This design comes from an exercise in tuning for small area, a short achievable clock period and few clock cycles per item on the open sky130 flow, not from production work.

Setup of run A:
## MATRIX
module MATRIX(CLK, RESET, IN_VALID, IN, OUT_VALID, OUT);
input CLK;
input RESET;
input IN_VALID;
input [3:0] IN;
output reg OUT_VALID;
output [15:0] OUT;
reg [5:0] cnt;
reg [1:0] qa, qb, op;     
reg [1:0] ci, cj;         
reg [3:0] a [0:8];
reg [3:0] b [0:8];
reg [11:0] o;
assign OUT = {{4{o[11]}}, o};
integer n, n1;
always @(posedge CLK) begin
  if (cnt <= 6'd8 && (cnt != 6'd0 || IN_VALID)) begin
    for (n1 = 0; n1 < 8; n1 = n1 + 1) a[n1] <= a[n1+1];
    a[8] <= IN;
  end
  if (cnt >= 6'd9 && cnt <= 6'd17) begin
    for (n1 = 0; n1 < 8; n1 = n1 + 1) b[n1] <= b[n1+1];
    b[8] <= IN;
  end
end
wire deta = cnt == 6'd9 || cnt == 6'd11 || cnt == 6'd13 || cnt == 6'd15 || cnt == 6'd17 || cnt == 6'd19;
wire detb = cnt == 6'd10 || cnt == 6'd12 || cnt == 6'd14 || cnt == 6'd16 || cnt == 6'd18 || cnt == 6'd20;
wire dodd = cnt >= 6'd16 && cnt <= 6'd20;
wire [1:0] opc = (cnt == 6'd22) ? IN[1:0] : op;    
wire outmm = cnt == 6'd22 || (op == 2'd2 && cnt >= 6'd23 && cnt <= 6'd30);    
wire outas = !op[1] && cnt >= 6'd23 && cnt <= 6'd30;                         
wire outar = cnt >= 6'd22 && cnt <= 6'd30;                                   
wire isas = (cnt == 6'd22) ? !IN[1] : outas;                                 
wire [3:0] Bc = (qb == 2'd0) ? b[0] : (qb == 2'd1) ? b[2] : (qb == 2'd2) ? b[8] : b[6];
function [1:0] m3;           
  input [2:0] x;
  m3 = (x >= 3'd3) ? x - 3'd3 : x[1:0];
endfunction
function [1:0] rv;           
  input [1:0] x;
  rv = 2'd2 - x;
endfunction
wire rowA = !qa[0];                        
  ...
Settings: LEC_CHECK=0, CAP_MARGIN=20, CORE_MARGIN=2, CORE_UTILIZATION=40, SETUP_SLACK_MARGIN=5, SLEW_MARGIN=20; clock period 10.0 ns.
run.sh (not shown) runs the stock make flow with config.mk's settings and CLKGATE_MAP_FILE= SYNTH_SCRIPT=/design/flow/synth_recipe.tcl, a recipe that flattens the netlist after the stock synthesis.
Run A: no failed stages, no open violations at the end
Edits applied to the flow inputs when going from run A to run B:
-- flow/design.v --
<<< run A, line 49
reg [8:0] selA;
reg [8:0] selAR;
reg [8:0] selBL;
reg [1:0] tau [0:2];
reg [1:0] kp [0:2];
reg [1:0] alB;
>>> run B, line 49
reg [8:0] selA;
reg [8:0] selAR;
reg [8:0] selB0, selB1, selB2;
reg [1:0] kp [0:2];
reg [1:0] alB;
<<< run A, line 67
    kp[k] = revA ? rv(alA) : alA;
  end
  selBL = 9'd0;
  for (r = 0; r < 3; r = r + 1)
    for (c = 0; c < 3; c = c + 1)
      if (rowB ? (idxB == r) : (idxB == c)) selBL[3*r+c] = 1'b1;
  for (k = 0; k < 3; k = k + 1) begin
    alB = (outas && k == 1) ? ci : kp[k];
    if (revB) alB = rv(alB);
    tau[k] = m3(idxB + alB);
  end
  selAR = 9'd0;
>>> run B, line 66
    kp[k] = revA ? rv(alA) : alA;
  end
  selB0 = 9'd0; selB1 = 9'd0; selB2 = 9'd0;
  for (k = 0; k < 3; k = k + 1) begin
    alB = (outas && k == 1) ? ci : kp[k];
    if (revB) alB = rv(alB);
    for (r = 0; r < 3; r = r + 1)
      for (c = 0; c < 3; c = c + 1)
        if ((outmm || (outas && k == 1)) &&
            (rowB ? (idxB == r && alB == c) : (idxB == c && alB == r))) begin
          if (k == 0) selB0[3*r+c] = 1'b1;
          if (k == 1) selB1[3*r+c] = 1'b1;
          if (k == 2) selB2[3*r+c] = 1'b1;
        end
  end
  selAR = 9'd0;
<<< run A, line 97
  endcase
end
reg [3:0] At0, At1, At2, AR, Bl0, Bl1, Bl2;
always @* begin
  At0 = 4'd0; At1 = 4'd0; At2 = 4'd0; AR = 4'd0; Bl0 = 4'd0; Bl1 = 4'd0; Bl2 = 4'd0;
  for (n = 0; n < 9; n = n + 1) begin
    if ((n / 3 + n % 3) % 3 == 0) At0 = At0 | ({4{selA[n]}} & a[n]);
>>> run B, line 100
  endcase
end
reg [3:0] At0, At1, At2, AR, Bt0, Bt1, Bt2;
always @* begin
  At0 = 4'd0; At1 = 4'd0; At2 = 4'd0; AR = 4'd0; Bt0 = 4'd0; Bt1 = 4'd0; Bt2 = 4'd0;
  for (n = 0; n < 9; n = n + 1) begin
    if ((n / 3 + n % 3) % 3 == 0) At0 = At0 | ({4{selA[n]}} & a[n]);
<<< run A, line 105
    if ((n / 3 + n % 3) % 3 == 2) At2 = At2 | ({4{selA[n]}} & a[n]);
    AR = AR | ({4{selAR[n]}} & a[n]);
    if ((n / 3 + n % 3) % 3 == 0) Bl0 = Bl0 | ({4{selBL[n]}} & b[n]);
    if ((n / 3 + n % 3) % 3 == 1) Bl1 = Bl1 | ({4{selBL[n]}} & b[n]);
    if ((n / 3 + n % 3) % 3 == 2) Bl2 = Bl2 | ({4{selBL[n]}} & b[n]);
  end
end
function [3:0] pick;
  input [1:0] t;
  input [3:0] v0, v1, v2;
  pick = (t == 2'd0) ? v0 : (t == 2'd1) ? v1 : v2;
endfunction
wire [3:0] Bt0 = pick(tau[0], Bl0, Bl1, Bl2);
wire [3:0] Bt1 = pick(tau[1], Bl0, Bl1, Bl2);
wire [3:0] Bt2 = pick(tau[2], Bl0, Bl1, Bl2);
reg [3:0] X0, Y0, X1, Y1, X1D, X2, Y2;
reg dP, dA, keep, negT, invo, oen;
>>> run B, line 108
    if ((n / 3 + n % 3) % 3 == 2) At2 = At2 | ({4{selA[n]}} & a[n]);
    AR = AR | ({4{selAR[n]}} & a[n]);
    Bt0 = Bt0 | ({4{selB0[n]}} & b[n]);
    Bt1 = Bt1 | ({4{selB1[n]}} & b[n]);
    Bt2 = Bt2 | ({4{selB2[n]}} & b[n]);
  end
end
reg [3:0] X0, Y0, X1, Y1, X1D, X2, Y2;
reg dP, dA, keep, negT, invo, oen;
[summary]
Comparing run A with run B, the diode insertion count for antenna repair came out essentially unchanged. o[11] as the endpoint of the worst setup timing path was reported by run A, and Y1[3] by run B. In the final design statistics, run B uses fewer standard cells in total than run A. Looking only at portion of the clock cycle consumed by the worst path in the final layout, and setting everything else aside, the lower value of run B and run A goes to run A. The tap cell count reported for run B is smaller than that of run A by 5. Going from run A to run B, number of buffers outside the clock class in the layout shrank by a few percent. For the cell area, run B came in 2.5% lower than run A did. Run A reports its main combinational cell family by area after synthesis as adder cells while run B reports compound AO/OA/AOI/OAI gates. Run B: worst endpoint required time is 0.09 ns higher than what run A reported.
No functional check of the RTL was part of any run of this note.

==> separate check: timing with driven ports <==
How much do the figures lean on ideal ports? The routed layouts below were timed once more, with nothing changed but the port constraints.
Step 1: set_driving_cell puts a clkbuf_16 on CLK and a buf_2 on each other input, an assumption about the parent block.
Step 2, shift: input delay + t, output delay - t, t = (earliest + latest rising clock arrival at the registers) / 2. This alone moves slack from input paths to output paths.
Slacks: ideal ports / drivers / drivers and shift; pairs: ideal ports / drivers.
| run | t (ns) | setup WS [ns] | hold WS [ns] | slew at the worst register clock pin (ns) | cell pins on the clock port's net |
|---|---|---|---|---|---|
| run A | 0.476 | 5.247 / 5.247 / 5.247 | 0.452 / 0.452 / 0.452 | 0.06 / 0.06 | 1 |
| run B | 0.477 | 5.230 / 5.230 / 5.230 | 0.493 / 0.493 / 0.493 | 0.06 / 0.06 | 1 |
After both steps setup and hold are still met in every run listed.
